What follows belongs to an exercise in optimizing a design on an open flow for small area; a production flow would make more cautious choices. Function was checked by simulation only, so behaviour that the tests miss may differ from the original. No run shown here takes its clock network from TritonCTS; it comes from the design's own scripts or RTL. The clock input has no modelled driver; a real chip could not lean on it and would need a root buffer or a full tree. Power and IR drop assume default switching activity.

==> config.mk <==
export PLATFORM = sky130hd
export DESIGN_NAME = VgaPong
export DESIGN_NICKNAME = VgaPong
export VERILOG_FILES = /design/flow/design.v
export SDC_FILE = /design/flow/constraint.sdc
export NUM_CORES = 4
export LEC_CHECK = 0
export CAP_MARGIN = 20
export CORE_MARGIN = 2
export CORE_UTILIZATION = 40
export SLEW_MARGIN = 20
==> constraint.sdc <==
create_clock -name core_clock -period 40.0 [get_ports {clk}]
set_input_delay 8.0000 -clock core_clock [delete_from_list [all_inputs] [get_ports {clk}]]
set_output_delay 8.0000 -clock core_clock [all_outputs]
set_load 0.01 [all_outputs]
==> design.v <==
`timescale 1ns/1ps
module VgaPong (
  output              io_h_sync,
  output              io_v_sync,
  output              io_r,
  output              io_g,
  output              io_b,
  input               io_advance,
  input               clk,
  input               reset
);
  localparam [5:0] HB_OFS = 6'd14;     
  localparam [6:0] K_OFS  = 7'd3;      
  localparam [1:0] VA_OFS = 2'd1;      
  localparam [6:0] VQ_OFS = 7'd46;
  localparam [5:0] T_OFS  = 6'd4;      
  localparam [3:0] HR_OFS = 4'd4;      
  reg  [5:0] hb_r;
  wire [5:0]  hb = hb_r ^ (6'd20 + HB_OFS);  
  reg  [3:0]  ha_r;
  wire [3:0]  ha = ha_r ^ 4'd0;  
  reg         vb;    
  reg  [6:0] k1_r;
  wire [6:0]  k1 = k1_r ^ K_OFS;    
  reg  [6:0] k2_r;
  wire [6:0]  k2 = k2_r ^ K_OFS;
  reg  [1:0] va_r;
  wire [1:0]  va = va_r ^ (2'd2 + VA_OFS);    
  reg  [6:0] vq_r;
  wire [6:0]  vq = vq_r ^ VQ_OFS;    
  reg  [5:0] sec_r;
  wire [5:0]  sec = sec_r ^ T_OFS;   
  reg  [5:0] min_r;
  wire [5:0]  min = min_r ^ T_OFS;   
  reg  [3:0] hr_r;
  wire [3:0]  hr = hr_r ^ HR_OFS;    
  function automatic [7:0] inc7(input [6:0] q, input ci);
    integer i; reg t;
    begin
      t = ci;
      for (i = 0; i < 7; i = i + 1) begin
        inc7[i] = q[i] ^ t;
        t = q[i] & t;
      end
      inc7[7] = t;
    end
  endfunction
  function automatic [6:0] inc6(input [5:0] q, input ci);
    integer i; reg t;
    begin
      t = ci;
      for (i = 0; i < 6; i = i + 1) begin
        inc6[i] = q[i] ^ t;
        t = q[i] & t;
      end
      inc6[6] = t;
    end
  endfunction
  function automatic [4:0] inc4(input [3:0] q, input ci);
    integer i; reg t;
    begin
      t = ci;
      for (i = 0; i < 4; i = i + 1) begin
        inc4[i] = q[i] ^ t;
        t = q[i] & t;
      end
      inc4[4] = t;
    end
  endfunction
  function automatic [2:0] inc2(input [1:0] q, input ci);
    begin
      inc2[0] = q[0] ^ ci;
      inc2[1] = q[1] ^ (q[0] & ci);
      inc2[2] = q[1] & q[0] & ci;
    end
  endfunction
  wire [6:0]  hb_n = inc6(hb, 1'b1);
  wire [4:0]  ha_n = inc4(ha, hb_n[6]);
  wire        h_c  = (ha == 4'd0) & (hb == 6'd19 + HB_OFS);  
  wire        l2   = h_c & vb;                    
  wire [7:0]  k1_n = inc7(k1, l2);
  wire [7:0]  k2_n = inc7(k2, k1_n[7]);
  wire        tick = k2_n[7];                     
  wire [2:0]  va_n = inc2(va, l2);
  wire        fend = va_n[2] & vq[2] & vq[0] & ~vq[5] & ~vq[6];
  wire [7:0]  vq_n = inc7(vq, va_n[2]);
  wire [6:0]  s_n  = inc6(sec, tick | io_advance);
  wire [6:0]  m_n  = inc6(min, s_n[6]);
  wire [4:0]  hr_n = inc4(hr, m_n[6]);
  always @(posedge clk or posedge reset) begin
    if (reset) begin
      hb_r  <= 6'd0;
      ha_r <= 4'd0;
      vb  <= 1'b0;
      k1_r  <= 7'd0;
      k2_r  <= 7'd0;
      va_r  <= 2'd0;
      vq_r  <= 7'd0;
      sec_r <= 6'd0;
      min_r <= 6'd0;
      hr_r  <= 4'd0;
    end else begin
      hb_r  <= (hb_n[5:0] | ({6{hb_n[6]}} & HB_OFS)) ^ (6'd20 + HB_OFS);
      ha_r <= ha_n[3:0] ^ 4'd0;
      vb  <= vb ^ h_c;
      k1_r  <= (k1_n[6:0] | ({7{k1_n[7]}} & K_OFS)) ^ K_OFS;
      k2_r  <= (k2_n[6:0] | ({7{k2_n[7]}} & K_OFS)) ^ K_OFS;
      va_r  <= (va_n[1:0] | {fend, va_n[2]}) ^ (2'd2 + VA_OFS);
      vq_r  <= (vq_n[6:0] | ({7{fend}} & 7'd40)) ^ VQ_OFS;
      sec_r <= (s_n[5:0]  | ({6{s_n[6]}}  & T_OFS)) ^ T_OFS;
      min_r <= (m_n[5:0]  | ({6{m_n[6]}}  & T_OFS)) ^ T_OFS;
      hr_r  <= (hr_n[3:0] | ({4{hr_n[4]}} & HR_OFS)) ^ HR_OFS;
    end
  end
  function automatic eq7(input [6:0] x, input integer k);
    integer i; reg g;
    begin
      g = 1'b1;
      for (i = 0; i < 7; i = i + 1)
        g = g & (k[i] ? x[i] : ~x[i]);
      eq7 = g;
    end
  endfunction
  function automatic ge6(input [5:0] x, input integer k);
    integer i; reg g;
    begin
      g = 1'b1;
      for (i = 0; i < 6; i = i + 1)
        g = k[i] ? (x[i] & g) : (x[i] | g);
      ge6 = g;
    end
  endfunction
  function automatic ge7(input [6:0] x, input integer k);
    integer i; reg g;
    begin
      g = 1'b1;
      for (i = 0; i < 7; i = i + 1)
        g = k[i] ? (x[i] & g) : (x[i] | g);
      ge7 = g;
    end
  endfunction
  wire vq_hi = ~vq[6] & ~vq[5];                   
  wire [1:0] vav = va - VA_OFS;
  wire r0 = (vav == 2'd0) & ~vb;
  wire r1 = (vav == 2'd0) & vb;
  wire b10 = ge6(hb, 10 + HB_OFS);
  wire b20 = ge6(hb, 20 + HB_OFS);
  wire b30 = ge6(hb, 30 + HB_OFS);
  wire b33 = ge6(hb, 33 + HB_OFS);
  wire b36 = ge6(hb, 36 + HB_OFS);
  wire b40 = ge6(hb, 40 + HB_OFS);
  wire [15:0] a0 = 16'd1 << ha;
  wire [15:0] a = {a0, a0} >> 1;    
  wire h_sync_n = (a[15] & b36) | a[0] | (a[1] & ~b33);
  wire v_sync_n = eq7(vq, (2 + VQ_OFS) & 127) & (vav[1] | (vav[0] & vb));
  wire active   = ((a[2] & b30) | (|a[14:3]) | (a[15] & ~b20)) & (vq_hi | ge7(vq, 8 + VQ_OFS));
  wire frame_y  = ~(vq_hi | ge7(vq, 9 + VQ_OFS)) | (eq7(vq, (9 + VQ_OFS) & 127) & ~vav[1]) | eq7(vq, (87 + VQ_OFS) & 127) | (eq7(vq, (86 + VQ_OFS) & 127) & (vav != 2'd0));
  wire frame    = (a[2] & ~b40) | (a[15] & b10) | frame_y;
  wire grid_x   = (a[3] & b40) | (|a[13:4]) | (a[14] & ~b10);
  wire on0      = eq7(vq, (18 + VQ_OFS) & 127) | eq7(vq, (23 + VQ_OFS) & 127) | eq7(vq, (28 + VQ_OFS) & 127) | eq7(vq, (33 + VQ_OFS) & 127) | eq7(vq, (38 + VQ_OFS) & 127) |
                  eq7(vq, (43 + VQ_OFS) & 127) | eq7(vq, (48 + VQ_OFS) & 127) | eq7(vq, (53 + VQ_OFS) & 127) | eq7(vq, (58 + VQ_OFS) & 127) | eq7(vq, (63 + VQ_OFS) & 127) |
                  eq7(vq, (68 + VQ_OFS) & 127) | eq7(vq, (73 + VQ_OFS) & 127) | eq7(vq, (78 + VQ_OFS) & 127);
  wire on1      = eq7(vq, (18 + VQ_OFS) & 127) | eq7(vq, (33 + VQ_OFS) & 127) | eq7(vq, (48 + VQ_OFS) & 127) | eq7(vq, (63 + VQ_OFS) & 127) | eq7(vq, (78 + VQ_OFS) & 127);
  wire grid     = grid_x & ((r0 & on0) | (r1 & on1));
  wire sec_x    = a[11] | a[12];
  wire min_x    = a[8] | a[9];
  wire hr_x     = a[5] | a[6];
  wire sel_s    = |a[15:10];                    
  wire sel_m    = |a[15:7];                     
  wire [3:0] hv = hr - HR_OFS;
  wire [5:0] h5 = {hv, 2'b00} + {2'b00, hv} + T_OFS;
  wire [5:0] w  = sel_s ? sec : sel_m ? min : h5;
  function automatic carry7(input [6:0] a, input [6:0] b);
    integer i; reg c;
    begin
      c = 1'b0;
      for (i = 0; i < 7; i = i + 1)
        c = (a[i] & b[i]) | (c & (a[i] | b[i]));
      carry7 = c;
    end
  endfunction
  wire le420    = ~(vq_hi | ge7(vq, 78 + VQ_OFS)) | (eq7(vq, (78 + VQ_OFS) & 127) & r0);
  wire bar_y    = carry7(vq, {1'b0, w}) & le420;
  wire bar      = bar_y & (sec_x | min_x | hr_x);
  wire sbar     = bar_y & sec_x;
  assign io_h_sync = ~h_sync_n;
  assign io_v_sync = ~v_sync_n;
  assign io_r = active & (frame | grid | sbar);
  assign io_g = active & (frame | (~grid & bar));
  assign io_b = active & (frame | (~grid & sbar));
endmodule
==> flow/run.sh <==
#!/bin/bash
# Layout flow: the standard ORFS flow (standard.sh), with
#  - technology mapping in synthesis by the best of several ABC scripts,
#    without full/half adder extraction (flow/synth_abc.tcl; registers and
#    the rest of synthesis unchanged),
#  - three clock buffers in place of a clock tree, one per group of nearby
#    registers, each upsized if its clock pin slew comes out high
#    (flow/pre_cts.tcl),
#  - minimum-size port buffers.
# Each tool's output goes to the ORFS logs; make's output to standard.log.
set -euo pipefail
W=$PWD
export FLOW_FLOW_DIR=$W/flow
{
  head -n 1 synth_recipe.tcl
  echo "source $W/flow/synth_abc.tcl"
  tail -n +2 synth_recipe.tcl
} > my_synth.tcl
export FLOW_CLKBUF=sky130_fd_sc_hd__clkbuf_8
export FLOW_CLK_GROUPS=3
export FLOW_CLKBUF_BIG=sky130_fd_sc_hd__clkbuf_16
export FLOW_CLK_SLEW_PS=118
bash standard.sh finish SYNTH_SCRIPT=$W/my_synth.tcl \
  "PRE_CTS_TCL=$W/flow/pre_cts.tcl" \
  "BUFFER_PORTS_ARGS=-buffer_cell sky130_fd_sc_hd__buf_1" > standard.log 2>&1
==> flow/abc00.script <==
&get -n
&st
&deepsyn -J 150 -S 0 -T 300
&dch -f
&nf -R 1000
&put
==> flow/abc01.script <==
&get -n
&st
&deepsyn -J 150 -S 1 -T 300
&dch -f
&nf -R 1000
&put
==> flow/abc02.script <==
&get -n
&st
&deepsyn -J 150 -S 2 -T 300
&dch -f
&nf -R 1000
&put
==> flow/abc03.script <==
&get -n
&st
&deepsyn -J 150 -S 3 -T 300
&dch -f
&nf -R 1000
&put
==> flow/abc04.script <==
&get -n
&st
&deepsyn -J 150 -S 4 -T 300
&dch -f
&nf -R 1000
&put
==> flow/abc05.script <==
&get -n
&st
&deepsyn -J 150 -S 5 -T 300
&dch -f
&nf -R 1000
&put
==> flow/abc06.script <==
&get -n
&st
&deepsyn -J 150 -S 6 -T 300
&dch -f
&nf -R 1000
&put
==> flow/abc07.script <==
&get -n
&st
&deepsyn -J 150 -S 7 -T 300
&dch -f
&nf -R 1000
&put
==> flow/abc08.script <==
&get -n
&st
&deepsyn -J 150 -S 8 -T 300
&dch -f
&nf -R 1000
&put
==> flow/abc09.script <==
&get -n
&st
&deepsyn -J 150 -S 9 -T 300
&dch -f
&nf -R 1000
&put
==> flow/abc10.script <==
&get -n
&st
&deepsyn -J 50 -S 0 -T 300
&dch -f
&nf -R 1000
&put
==> flow/abc11.script <==
&get -n
&st
&deepsyn -J 50 -S 1 -T 300
&dch -f
&nf -R 1000
&put
==> flow/abc12.script <==
&get -n
&st
&deepsyn -J 50 -S 2 -T 300
&dch -f
&nf -R 1000
&put
==> flow/abc13.script <==
&get -n
&st
&deepsyn -J 50 -S 3 -T 300
&dch -f
&nf -R 1000
&put
==> flow/abc14.script <==
&get -n
&st
&deepsyn -J 50 -S 4 -T 300
&dch -f
&nf -R 1000
&put
==> flow/abc15.script <==
&get -n
&st
&deepsyn -J 50 -S 5 -T 300
&dch -f
&nf -R 1000
&put
==> flow/abc16.script <==
&get -n
&st
&deepsyn -J 50 -S 6 -T 300
&dch -f
&nf -R 1000
&put
==> flow/abc17.script <==
&get -n
&st
&deepsyn -J 50 -S 7 -T 300
&dch -f
&nf -R 1000
&put
==> flow/abc18.script <==
&get -n
&st
&deepsyn -J 50 -S 8 -T 300
&dch -f
&nf -R 1000
&put
==> flow/abc19.script <==
&get -n
&st
&deepsyn -J 50 -S 9 -T 300
&dch -f
&nf -R 1000
&put
==> flow/pre_cts.tcl <==
# Clock distribution: the registers are split into FLOW_CLK_GROUPS groups by
# position, and one clock buffer (FLOW_CLKBUF) at the centre of each group
# drives its clock pins. The clock port drives only these buffers.
set block [ord::get_db_block]
set dbu [$block getDbUnitsPerMicron]
set clk_net [$block findNet clk]
set sinks {}
foreach it [$clk_net getITerms] {
  set inst [$it getInst]
  set bb [$inst getBBox]
  set x [expr {([$bb xMin] + [$bb xMax]) / 2.0 / $dbu}]
  set y [expr {([$bb yMin] + [$bb yMax]) / 2.0 / $dbu}]
  lappend sinks [list $x $y "[$inst getName]/[[$it getMTerm] getName]"]
}
set n [llength $sinks]
set g $::env(FLOW_CLK_GROUPS)
# split into g groups of nearly equal size: sort by x into strips of whole
# groups, each strip sorted by y
set cols [expr {int(ceil(sqrt($g)))}]
set sorted [lsort -real -index 0 $sinks]
set groups {}
set done 0
set gdone 0
for {set c 0} {$c < $cols} {incr c} {
  set rows [expr {($g - $gdone) / ($cols - $c)}]
  set m [expr {int(round(double($n - $done) * $rows / ($g - $gdone)))}]
  set col [lsort -real -index 1 [lrange $sorted $done [expr {$done + $m - 1}]]]
  for {set r 0} {$r < $rows} {incr r} {
    set a [expr {int(round($r * double($m) / $rows))}]
    set b [expr {int(round(($r + 1) * double($m) / $rows)) - 1}]
    lappend groups [lrange $col $a $b]
  }
  incr done $m
  incr gdone $rows
}
# refine: balanced k-means (each group holds at most ceil(n/g) sinks)
set cap [expr {int(ceil(double($n) / $g))}]
for {set iter 0} {$iter < 20} {incr iter} {
  set centers {}
  foreach grp $groups {
    set sx 0; set sy 0
    foreach s $grp { set sx [expr {$sx + [lindex $s 0]}]; set sy [expr {$sy + [lindex $s 1]}] }
    lappend centers [list [expr {$sx / [llength $grp]}] [expr {$sy / [llength $grp]}]]
  }
  set cand {}
  set si 0
  foreach s $sinks {
    set gi 0
    foreach c $centers {
      set d [expr {abs([lindex $s 0] - [lindex $c 0]) + abs([lindex $s 1] - [lindex $c 1])}]
      lappend cand [list $d $si $gi]
      incr gi
    }
    incr si
  }
  set cand [lsort -real -index 0 $cand]
  set taken [lrepeat $n 0]
  set size [lrepeat $g 0]
  set new [lrepeat $g {}]
  foreach c $cand {
    lassign $c d si gi
    if {[lindex $taken $si] || [lindex $size $gi] >= $cap} { continue }
    lset taken $si 1
    lset size $gi [expr {[lindex $size $gi] + 1}]
    lset new $gi [concat [lindex $new $gi] [list [lindex $sinks $si]]]
  }
  set groups $new
}
set i 0
foreach grp $groups {
  set sx 0; set sy 0; set pins {}
  foreach s $grp {
    set sx [expr {$sx + [lindex $s 0]}]
    set sy [expr {$sy + [lindex $s 1]}]
    lappend pins [get_pins [lindex $s 2]]
  }
  set k [llength $grp]
  set cx [expr {$sx / $k}]
  set cy [expr {$sy / $k}]
  puts "clock buffer $i: $k sinks at ($cx, $cy)"
  insert_buffer -buffer_cell $::env(FLOW_CLKBUF) -net clk -load_pins $pins \
    -location [list $cx $cy] -buffer_name clkbuf_$i -net_name clknet_$i
  incr i
}
# Check the clock pin slews with placement parasitics; while the worst is
# above FLOW_CLK_SLEW_PS, give the buffer that drives it the larger cell
# FLOW_CLKBUF_BIG.
set_propagated_clock [all_clocks]
for {set k 0} {$k < [llength $groups]} {incr k} {
  estimate_parasitics -placement
  set worst 0
  set worst_pin ""
  foreach p [get_pins -hierarchical */CLK] {
    set sl [get_property $p slew_max]
    if {$sl > $worst} { set worst $sl; set worst_pin $p }
  }
  set worst_ps [expr {$worst * 1000.0}]
  if {$worst_ps <= $::env(FLOW_CLK_SLEW_PS)} { break }
  set net [get_nets -of_objects $worst_pin]
  set drv [get_pins -of_objects $net -filter "direction==output"]
  set buf [get_property [get_cells -of_objects $drv] name]
  set inst [$block findInst $buf]
  if {$inst eq "NULL" || [[$inst getMaster] getName] eq $::env(FLOW_CLKBUF_BIG)} { break }
  puts [format "clock pin slew %.1f ps: %s becomes %s" $worst_ps $buf $::env(FLOW_CLKBUF_BIG)]
  replace_cell $buf $::env(FLOW_CLKBUF_BIG)
}
puts [format "worst clock pin slew (placement estimate): %.1f ps" $worst_ps]
unset_propagated_clock [all_clocks]
proc clock_tree_synthesis {args} {
  puts "clock_tree_synthesis skipped: clock buffers placed by pre_cts.tcl"
}
==> flow/synth_abc.tcl <==
# Technology mapping: run yosys' abc pass once per script in flow/abc*.script
# and keep the mapping with the smallest total cell area. The full and half
# adder extraction is skipped, so that abc maps the counters' logic as well.
proc extract_fa {args} {
  puts "extract_fa skipped"
}
proc abc {args} {
  set scripts [lsort [glob $::env(FLOW_FLOW_DIR)/abc*.script]]
  set si [lsearch -exact $args -script]
  set libs {}
  foreach lib $::env(LIB_FILES) { lappend libs -liberty $lib }
  yosys design -save my_preabc
  set best ""
  set best_area 0
  foreach s $scripts {
    yosys design -load my_preabc
    set a $args
    lset a [expr {$si + 1}] $s
    yosys abc {*}$a
    set st [tee -q -s result.string stat {*}$libs]
    regexp {Chip area for module [^:]*: ([0-9.]+)} $st -> area
    puts "abc script $s: area $area"
    if {$best eq "" || $area < $best_area} {
      set best $s
      set best_area $area
    }
  }
  puts "abc script chosen: $best (area $best_area)"
  yosys design -load my_preabc
  set a $args
  lset a [expr {$si + 1}] $best
  yosys abc {*}$a
}
==> standard.sh <==
#!/bin/bash
# synth_recipe.tcl (not shown) runs the flow's synth.tcl, then flattens the netlist and writes it again
# the make line also repeats each setting of config.mk as NAME=value (left out here)
make -C /OpenROAD-flow-scripts/flow DESIGN_CONFIG=/design/flow/config.mk WORK_HOME=/design/flow/orfs CLKGATE_MAP_FILE= SYNTH_SCRIPT=/design/flow/synth_recipe.tcl "${@:-finish}"
==> key figures, run 1 <==
Status
  – Status: no timing/DRC/antenna violations

STA
  – Final setup margin: 29320 ps
  – Final hold viol count: 0
  – WHS: 484 ps
  – Tightest Pin Transition: 848 ps
  – TNS Setup: 0 ps
  – # setup viols final: 0
  – Minimum clock period: 10680 ps
  – RSZ-0062 raised after global routing: false
  – Slew HR: 0.434
  – F_max: 93.7 MHz
  – Final worst path period share: 0.267
  – Slew Viols, Final: 0
  – Layout Skew: 7.67 ps

Yosys
  – EDFF count, synth: 0
  – Largest area contributor in the netlist: dfrtp_1
  – Netlist Area Pre-Place: 2490 um2
  – Flops & latches, synth: 50
  – Synth cell types: 35
  – Most area-consuming cells after synthesis: dfrtp_1 (50%), xnor2_1 (6.3%), o21ai_0 (4.6%), xor2_1 (4.6%), nor2_1 (4.4%)
  – Post-Synthesis Cells: 266
  – Synth Flop Type: dfrtp_1
  – Synth async-reset ratio: 1.00
  – Mean Syn Cell Area: 9.36 um2
  – Syn_nets: 269
  – Sequential area share after synthesis: 0.503
  – Share of the synthesized area in the top cell type: 0.503
  – Syn. warnings: 1

Placed design
  – Final GP Congestion: 0.861
  – Number of buffers added on ports: 7
  – Setup WS pre-CTS: 29500 ps
  – Detailed-placement wirelength estimate: 3.43 mm
  – Placed insts: 348

Worst setup path
  – Delay-heaviest family, CP: compound AO/OA/AOI/OAI gates
  – Reg2reg path depth: 24
  – CP max stage cell: dfrtp_1
  – Worst path max stage delay: 470 ps
  – Most common cell on crit path: nand2_1
  – Worst Setup Path Type: reg -> out
  – Critical Path Stages: 12
  – Worst path bufs/invs: 1
  – Crit start category: register
  – CP Cell Sequence: nor2_1 > nand2b_1 > nand2_1 > o221ai_1 > nand2_1 > a22oi_1 > a21oi_1 > a221oi_1 > o21ai_0 > o31ai_1 > and2_0 > buf_1
  – Worst Path Arrival: 2680 ps
  – WP data required: 32000 ps
  – CP Max Fanout: 8
  – Critical Path Sink Type: output port

Layout
  – Share of layout cells above drive strength 1: 0.0145
  – Nets: 281
  – Count of non-filler cells in the finished layout: 351
  – Synth-to-Final Area Change: 6.99%
  – # diodes: 0
  – Most frequent cells in the layout: dfrtp_1 (50), nor2_1 (29), nand2_1 (28)
  – Most common cell after layout, fill and taps aside: dfrtp_1

Drt
  – DR iter-0 viols: 131
  – Post-Route WL: 4.82 mm
  – Wirelength per Cell: 13.7 um
  – Via count: 1884
  – Vias per cell: 5.37
  – DRT Pass-1 Iters: 4
  – Post-route ant nets: 0
  – DRC Markers: 0

Power and ir drop
  – VDD IR max: 20.5 uV
  – Total power: 0.0000885 W
  – LEAKAGE: 1.21 nW
  – Cell Pwr Density: 33.3 nW/um2

Flow run
  – Number of max-cap violations: 0

Global routing
  – Initial antenna violation count: 0
  – First-pass GRT wire length: 8.72 mm
  – Largest net degree at the start of global routing: 51
  – Overflow after GRT: 0
  – Total track usage: 0.144
  – Via count of the first global-routing pass: 1777

Clock network
  – PostCTS Resize Cnt: 0
  – Clock transition at path regs: 100 ps
  – # Post-CTS Setup Buffers: 0
  – Latest clock arrival within the worst-skew pair: 160 ps
  – Cts hold-fix bufs: 0

Floorplanning
  – Die width: 82.9 um
  – Total I/O pin count: 8
  – Die area: 6870 um2
  – Core box area: 5960 um2
  – Initial Util: 0.418
  – Die height: 82.9 um
  – FP Rows: 28

Hold path
  – Hold Path Depth: 1
  – Hold WC Path Type: reg -> reg
## cells in the mapped netlist, drive strengths merged, types with 4 or more instances
library cell,count
a21oi,20
and2,5
and3,5
clkinv,10
dfrtp,50
nand2,28
nand2b,6
nand3,8
nor2,29
nor3,8
nor4,4
o21a,4
o21ai,23
o22ai,5
xnor2,18
xor2,13
## power by group
part | internal (W) | switching (W) | total, W
registers | 0.0000541 | 0.00000407 | 0.0000581
clock network | 0.00000921 | 0.0000137 | 0.0000229
logic | 0.00000375 | 0.00000372 | 0.00000748
## flip-flops by register name (all words and copies together), names as in the netlist
name   flops
vq_r       7
sec_r      6
vb         1
k2_r       7
hr_r       4
k1_r       7
min_r      6
hb_r       6
ha_r       4
va_r       2
## path summary, 6_finish.rpt
kind                            startpoint  slack [ps]  endpoint
worst max-delay path               ha_r[3]       29320      io_b
worst min-delay path              min_r[0]         480  min_r[0]
worst max register to register     hb_r[2]       33680   hr_r[3]
worst min register to register    min_r[0]         480  min_r[0]
max in group asynchronous            reset       31530   hb_r[0]
min in group asynchronous            reset        7950   k2_r[5]
## final cells by class, clock buffers not listed
type	instances	area (um2)
multi-input combinational	206	1200
fill	583	3290
sequential	50	1250
tap	75	93.8
inverter	10	38.8
timing repair buffer	7	26.3
## per-layer routing
layer	GRT usage	up-vias	wire, um
li1	-	966	-
met1	0.229	888	2560
met2	0.218	25	2090
met3	0.0109	5	108
met4	0.0209	0	58
met5	0	-	0
## through the flow
| step | cell area (um2) | utilization |
|---|---|---|
| 2_1_floorplan | 2490 | - |
| 3_3_place_gp | 2610 | 0.438 |
| 3_5_place_dp | 2610 | 0.438 |
| 4_1_cts | 2660 | 0.447 |
| 5_1_grt | 2660 | 0.447 |
| 6_report | 2660 | 0.447 |
## kinds of logic (layout without fill, tap and decap cells)
group           count (synthesis)  after routing  synth area share
compound gates                 72             72             0.176
xor+xnor                       31             31             0.109
buf+inv                        10             20            0.0151
flops                          50             50             0.503
mux                             1              1           0.00402
simple gates                  102            102             0.193
==> run 2, diff against run 1 <==
--- a/flow/run.sh
+++ b/flow/run.sh
@@ -5,6 +5,7 @@
 #    the rest of synthesis unchanged),
 #  - three clock buffers in place of a clock tree, one per group of nearby
-#    registers, each upsized if its clock pin slew comes out high
-#    (flow/pre_cts.tcl),
+#    registers; of several groupings the one with the lowest clock pin slew
+#    is built, and a buffer is upsized if that slew is still high
+#    (flow/pre_cts.tcl, clk_groups.tcl, clk_eval.tcl; logs in clk_eval/),
 #  - minimum-size port buffers.
 # Each tool's output goes to the ORFS logs; make's output to standard.log.
@@ -20,5 +21,5 @@
 export FLOW_CLK_GROUPS=3
 export FLOW_CLKBUF_BIG=sky130_fd_sc_hd__clkbuf_16
-export FLOW_CLK_SLEW_PS=118
+export FLOW_CLK_SLEW_PS=120
 bash standard.sh finish SYNTH_SCRIPT=$W/my_synth.tcl \
   "PRE_CTS_TCL=$W/flow/pre_cts.tcl" \
==> flow/clk_eval.tcl (new file) <==
# Child process: the worst clock pin slew for one grouping of the design in
# FLOW_CLK_ODB. Prints "CLK_EVAL <ps>".
read_db $::env(FLOW_CLK_ODB)
foreach lib $::env(LIB_FILES) { read_liberty $lib }
read_sdc $::env(FLOW_CLK_SDC)
source $::env(PLATFORM_DIR)/setRC.tcl
source $::env(FLOW_FLOW_DIR)/clk_groups.tcl
clk_insert [clk_groups $::env(FLOW_CLK_GROUPS) $::env(FLOW_CLK_EXTRA)] $::env(FLOW_CLKBUF)
puts "CLK_EVAL [lindex [clk_worst_slew] 0]"
==> flow/clk_groups.tcl (new file) <==
# Clock distribution helpers: the registers are split into groups by
# position, and one clock buffer at the centre of each group drives its
# clock pins, so that the clock port drives only these buffers.

# Groups of clock sinks {x y pin}: strips of nearly equal size, refined by
# k-means in which a group holds at most ceil(n/g) + extra sinks.
proc clk_groups {g extra} {
  set block [ord::get_db_block]
  set dbu [$block getDbUnitsPerMicron]
  set sinks {}
  foreach it [[$block findNet clk] getITerms] {
    set bb [[$it getInst] getBBox]
    set x [expr {([$bb xMin] + [$bb xMax]) / 2.0 / $dbu}]
    set y [expr {([$bb yMin] + [$bb yMax]) / 2.0 / $dbu}]
    lappend sinks [list $x $y "[[$it getInst] getName]/[[$it getMTerm] getName]"]
  }
  set n [llength $sinks]
  set cols [expr {int(ceil(sqrt($g)))}]
  set sorted [lsort -real -index 0 $sinks]
  set groups {}
  set done 0
  set gdone 0
  for {set c 0} {$c < $cols} {incr c} {
    set rows [expr {($g - $gdone) / ($cols - $c)}]
    set m [expr {int(round(double($n - $done) * $rows / ($g - $gdone)))}]
    set col [lsort -real -index 1 [lrange $sorted $done [expr {$done + $m - 1}]]]
    for {set r 0} {$r < $rows} {incr r} {
      set a [expr {int(round($r * double($m) / $rows))}]
      set b [expr {int(round(($r + 1) * double($m) / $rows)) - 1}]
      lappend groups [lrange $col $a $b]
    }
    incr done $m
    incr gdone $rows
  }
  set cap [expr {int(ceil(double($n) / $g)) + $extra}]
  for {set iter 0} {$iter < 20} {incr iter} {
    set centers {}
    foreach grp $groups {
      set sx 0; set sy 0
      foreach s $grp { set sx [expr {$sx + [lindex $s 0]}]; set sy [expr {$sy + [lindex $s 1]}] }
      lappend centers [list [expr {$sx / [llength $grp]}] [expr {$sy / [llength $grp]}]]
    }
    set cand {}
    set si 0
    foreach s $sinks {
      set gi 0
      foreach c $centers {
        set d [expr {abs([lindex $s 0] - [lindex $c 0]) + abs([lindex $s 1] - [lindex $c 1])}]
        lappend cand [list $d $si $gi]
        incr gi
      }
      incr si
    }
    set cand [lsort -real -index 0 $cand]
    set taken [lrepeat $n 0]
    set size [lrepeat $g 0]
    set new [lrepeat $g {}]
    foreach c $cand {
      lassign $c d si gi
      if {[lindex $taken $si] || [lindex $size $gi] >= $cap} { continue }
      lset taken $si 1
      lset size $gi [expr {[lindex $size $gi] + 1}]
      lset new $gi [concat [lindex $new $gi] [list [lindex $sinks $si]]]
    }
    set groups $new
  }
  return $groups
}

# Insert one buffer of type cell per group, at the group's centre.
proc clk_insert {groups cell} {
  set i 0
  foreach grp $groups {
    set sx 0; set sy 0; set pins {}
    foreach s $grp {
      set sx [expr {$sx + [lindex $s 0]}]
      set sy [expr {$sy + [lindex $s 1]}]
      lappend pins [get_pins [lindex $s 2]]
    }
    set k [llength $grp]
    set cx [expr {$sx / $k}]
    set cy [expr {$sy / $k}]
    puts "clock buffer $i: $k sinks at ($cx, $cy)"
    insert_buffer -buffer_cell $cell -net clk -load_pins $pins \
      -location [list $cx $cy] -buffer_name clkbuf_$i -net_name clknet_$i
    incr i
  }
}

# Worst register clock pin slew (ps) with placement parasitics, and its pin.
proc clk_worst_slew {} {
  set_propagated_clock [all_clocks]
  estimate_parasitics -placement
  set worst 0
  set worst_pin ""
  foreach p [get_pins -hierarchical */CLK] {
    set sl [get_property $p slew_max]
    if {$sl > $worst} { set worst $sl; set worst_pin $p }
  }
  unset_propagated_clock [all_clocks]
  return [list [expr {$worst * 1000.0}] $worst_pin]
}
==> flow/pre_cts.tcl (replaced) <==
# Clock distribution in place of clock tree synthesis: FLOW_CLK_GROUPS
# buffers (FLOW_CLKBUF), each driving a group of nearby registers. Several
# groupings are tried, each in a separate openroad process on a copy of the
# design, and the one with the lowest clock pin slew (placement parasitics)
# is built. While the slew is still above FLOW_CLK_SLEW_PS, the buffer that
# drives the worst pin becomes FLOW_CLKBUF_BIG.
source $::env(FLOW_FLOW_DIR)/clk_groups.tcl
set tmp [file dirname $::env(FLOW_FLOW_DIR)]/clk_eval
file mkdir $tmp
write_db $tmp/design.odb
write_sdc $tmp/design.sdc
set best_extra 0
set best_ps 1e9
foreach extra {0 1 2 3} {
  set ps 1e9
  if {[catch {
    exec env FLOW_CLK_ODB=$tmp/design.odb FLOW_CLK_SDC=$tmp/design.sdc \
      FLOW_CLK_EXTRA=$extra [info nameofexecutable] -no_init -exit $::env(FLOW_FLOW_DIR)/clk_eval.tcl \
      >& $tmp/eval_$extra.log
    set f [open $tmp/eval_$extra.log]
    set out [read $f]
    close $f
    regexp {CLK_EVAL ([0-9.]+)} $out -> ps
  } err]} {
    puts "clock grouping $extra: evaluation failed: $err"
  }
  puts "clock grouping $extra: worst clock pin slew $ps ps"
  if {$ps < $best_ps} { set best_ps $ps; set best_extra $extra }
}
puts "clock grouping chosen: $best_extra"
set block [ord::get_db_block]
clk_insert [clk_groups $::env(FLOW_CLK_GROUPS) $best_extra] $::env(FLOW_CLKBUF)
for {set k 0} {$k < $::env(FLOW_CLK_GROUPS)} {incr k} {
  lassign [clk_worst_slew] worst_ps worst_pin
  if {$worst_ps <= $::env(FLOW_CLK_SLEW_PS)} { break }
  set net [get_nets -of_objects $worst_pin]
  set drv [get_pins -of_objects $net -filter "direction==output"]
  set buf [get_property [get_cells -of_objects $drv] name]
  set inst [$block findInst $buf]
  if {$inst eq "NULL" || [[$inst getMaster] getName] eq $::env(FLOW_CLKBUF_BIG)} { break }
  puts [format "clock pin slew %.1f ps: %s becomes %s" $worst_ps $buf $::env(FLOW_CLKBUF_BIG)]
  replace_cell $buf $::env(FLOW_CLKBUF_BIG)
}
puts [format "worst clock pin slew (placement estimate): %.1f ps" [lindex [clk_worst_slew] 0]]
proc clock_tree_synthesis {args} {
  puts "clock_tree_synthesis skipped: clock buffers placed by pre_cts.tcl"
}
==> run 2 against run 1 <==
Clock skew rose by 0.57 ps; sequential share of layout area rose by 0.20 points; utilization shrank 0.19 points; via count fell by 0.11%; highest routed layer unchanged; flip-flop and latch count did not move; critical path depth unchanged; area after synthesis unchanged; still clean on timing, DRC and antenna; cell area is 0.42% lower; critical endpoint unchanged.
==> key figures, run 2 <==
Worst setup path
  – Most common cell on crit path: nand2_1
  – Crit start category: register
  – Reg2reg path depth: 24 (unchanged)
  – CP Max Fanout: 8 (unchanged)
  – CP Cell Sequence: nor2_1 > nand2b_1 > nand2_1 > o221ai_1 > nand2_1 > a22oi_1 > a21oi_1 > a221oi_1 > o21ai_0 > o31ai_1 > and2_0 > buf_1
  – R2r setup slk: 33660 ps (-20 ps)
  – RR Endpoint: hr_r[3]
  – CP max stage cell: dfrtp_1
  – Worst Setup Path Type: reg -> out
  – Crit path to: io_b
  – Worst Path Arrival: 2680 ps (about the same)
  – Launching point of the worst reg2reg path: hb_r[2]
  – CP Launch Point: ha_r[3]
  – WP data required: 32000 ps (about the same)
  – Critical Path Sink Type: output port
  – Worst path max stage delay: 480 ps (about the same)

Layout
  – Storage cell area: 1250 um2 (unchanged)
  – Nets: 281 (unchanged)
  – # fillers: 580 (-0.51%)
  – Area occupied by multi-input gates: 1200 um2 (unchanged)
  – Share of layout cells above drive strength 1: 0.0145 (unchanged)
  – # diodes: 0 (unchanged)
  – Most common cell after layout, fill and taps aside: dfrtp_1
  – Biggest regs: k1_r x7, k2_r x7, vq_r x7
  – Most frequent cells in the layout: dfrtp_1 (50), nor2_1 (29), nand2_1 (28)
  – Synth-to-Final Area Change: 6.54%

Drt
  – DRT Pass-1 Iters: 4 (unchanged)
  – Vias per cell: 5.36 (-0.11%)
  – DRC Markers: 0 (unchanged)
  – Via count: 1882 (-0.11%)
  – Post-Route WL: 4.79 mm (-0.60%)
  – DR iter-0 viols: 119 (-9.2%)
  – Wirelength per Cell: 13.6 um (-0.60%)
  – Post-route ant nets: 0 (unchanged)

Global routing
  – Overflow after GRT: 0 (unchanged)
  – Via count of the first global-routing pass: 1769 (-0.45%)
  – First-pass GRT wire length: 8.67 mm (-0.55%)
  – Initial antenna violation count: 0 (unchanged)
  – Largest net degree at the start of global routing: 51 (unchanged)
  – Total track usage: 0.143 (-0.00105)

STA
  – Minimum clock period: 10680 ps (+4.80 ps)
  – TNS Setup: 0 ps (unchanged)
  – Final hold viol count: 0 (unchanged)
  – F_max: 93.6 MHz (about the same)
  – Layout Skew: 8.24 ps (+0.567 ps)
  – Slew HR: 0.436 (+0.00134)
  – Slew Viols, Final: 0 (unchanged)
  – # setup viols final: 0 (unchanged)
  – Final worst path period share: 0.267 (about the same)
  – RSZ-0062 raised after global routing: false
  – Tightest Pin Transition: 846 ps (-2.01 ps)

Floorplanning
  – Die width: 82.9 um (unchanged)
  – Initial Util: 0.418 (unchanged)
  – Core box area: 5960 um2 (unchanged)
  – Total I/O pin count: 8 (unchanged)
  – Die height: 82.9 um (unchanged)
  – FP Rows: 28 (unchanged)
  – Die area: 6870 um2 (unchanged)

Power and ir drop
  – VDD IR max: 17.8 uV (-13%)
  – Cell Pwr Density: 32.3 nW/um2 (-2.7%)
  – Clk network pwr share: 0.235 (-0.024)
  – Pint: 0.0000648 W (-3.3%)
  – Switch Pwr: 0.0000209 W (-2.7%)
  – LEAKAGE: 1.21 nW (-0.42%)
  – Total power: 0.0000858 W (-3.1%)
  – Sw Ratio: 0.244 (+0.00123)
  – Flop pwr share: 0.678 (+0.021)
  – Logic gate share of total power: 0.087 (+0.003)

Yosys
  – Most area-consuming cells after synthesis: dfrtp_1 (50%), xnor2_1 (6.3%), o21ai_0 (4.6%), xor2_1 (4.6%), nor2_1 (4.4%)
  – Top cells by count, synth: dfrtp_1 (50), nor2_1 (29), nand2_1 (28)
  – Synth Flop Type: dfrtp_1
  – Synth async-reset ratio: 1.00 (unchanged)
  – EDFF count, synth: 0 (unchanged)
  – Share of the synthesized area in the top cell type: 0.503 (unchanged)
  – Syn_nets: 269 (unchanged)
  – Largest area contributor in the netlist: dfrtp_1
  – Post-Synthesis Cells: 266 (unchanged)
  – Syn. warnings: 1 (unchanged)
  – Netlist Area Pre-Place: 2490 um2 (unchanged)
  – Sequential area share after synthesis: 0.503 (unchanged)
  – Count leader, synth: dfrtp_1
  – Mean Syn Cell Area: 9.36 um2 (unchanged)
  – Synth cell types: 35 (unchanged)
  – Flops & latches, synth: 50 (unchanged)

Status
  – Status: no timing/DRC/antenna violations

Clock network
  – Clock transition at path regs: 100 ps (about the same)
  – Cts hold-fix bufs: 0 (unchanged)
  – PostCTS Resize Cnt: 0 (unchanged)
  – # Post-CTS Setup Buffers: 0 (unchanged)
  – Latest clock arrival within the worst-skew pair: 160 ps (about the same)

Placed design
  – Detailed-placement wirelength estimate: 3.43 mm (unchanged)
  – Final GP Congestion: 0.861 (unchanged)
  – Number of buffers added on ports: 7 (unchanged)

Hold path
  – Hold WC Path Type: reg -> reg

Flow run
  – Number of max-cap violations: 0 (unchanged)
[run 2: cell counts after synthesis]
No cell type changed its count.
[run 2: cell families after synthesis]
family	count (synthesis)	synth area share
simple gates	102	0.193
compound gates	72	0.176
flops	50	0.503
xor+xnor	31	0.109
buf+inv	10	0.0151
mux	1	0.00402
[run 2: layer usage]
| layer | vias up | GRT usage | routed length [um] |
|---|---|---|---|
| met5 | - | 0 | 0 |
| met4 | 0 | 0.0209 | 64 |
| met3 | 5 | 0.0109 | 130 |
| met2 | 20 | 0.221 | 2150 |
| met1 | 890 | 0.223 | 2450 |
| li1 | 967 | - | - |
[run 2: area by class of cell, clock buffers not listed]
class,instances,area share
Timing Repair Buffer,7,0.00991
Multi-Input combinational cell,206,0.453
Tap cell,75,0.0354
Inverter,10,0.0146
Sequential cell,50,0.472
[run 2: through the flow]
stage / utilization / hold WS [ps] / setup slack [ps] / instances / cell area (um2)
final: 0.445 / 481 / 29320 / 351 / 2650
after global routing: 0.445 / 493 / 28960 / 351 / 2650
after CTS: 0.445 / 473 / 29500 / 351 / 2650
after detailed placement: 0.438 / 472 / 29500 / 348 / 2610
after global placement: 0.438 / 467 / 29620 / 348 / 2610
after floorplan: - / 446 / 29940 / 266 / 2490
[run 2: power groups by stage]
| stage | Sequential (W) | Combinational [W] | Clock (W) |
|---|---|---|---|
| floorplan | 0.0000576 | 0.00000648 | 0 |
| global placement | 0.0000589 | 0.00000748 | 0 |
| detailed placement | 0.0000590 | 0.00000776 | 0 |
| CTS | 0.0000592 | 0.00000771 | 0.0000144 |
| global route | 0.0000590 | 0.00000884 | 0.0000231 |
| finish | 0.0000581 | 0.00000745 | 0.0000202 |
[run 2: how the worst min path moves through the flow]
stage | slack, ps | depth (start not counted) | end | startpoint
after detailed placement | 470 | 1 | min_r[0] | min_r[0]
after CTS | 470 | 1 | k1_r[6] | k1_r[6]
after global placement | 470 | 1 | k1_r[6] | k1_r[6]
after global routing | 490 | 1 | k1_r[6] | k1_r[6]
after floorplan | 450 | 1 | k1_r[6] | k1_r[6]
final | 480 | 1 | min_r[0] | min_r[0]
[run 2: critical path, delay by kind of cell (launching register included)]
family	cells	cell delay, ps
buffers and inverters	1	150
and+or+nand+nor	5	920
AOI/OAI and AO/OA	6	970
DFF	1	480

## re-timing with driven ports
The results above use ideal ports. As a check the final layouts listed here were re-extracted and re-timed, cells and wires unchanged. Step 1 (the two cells are an assumption about what drives the block):
set clk [get_ports {clk}]
set_driving_cell -lib_cell sky130_fd_sc_hd__clkbuf_16 $clk
set_driving_cell -lib_cell sky130_fd_sc_hd__buf_2 [delete_from_list [all_inputs] $clk]
Step 2 also shifts input and output timing later by t, the mid clock arrival at the registers, as if the neighbouring blocks saw the same clock. a / b / c = no drivers / after step 1 / after step 2; a / b = the first two.
run | shift t [ns] | slack for setup (ns) | hold WS [ns] | worst setup path at the end | latest minus earliest clock arrival (ns)
run 1 | 0.204 | 29.324 / 29.271 / 29.475 | 0.484 / 0.484 / 0.484 | register to output | 0.008 / 0.008
run 2 | 0.208 | 29.319 / 29.271 / 29.479 | 0.481 / 0.481 / 0.481 | register to output | 0.008 / 0.008
After both steps setup and hold are still met in every run listed.
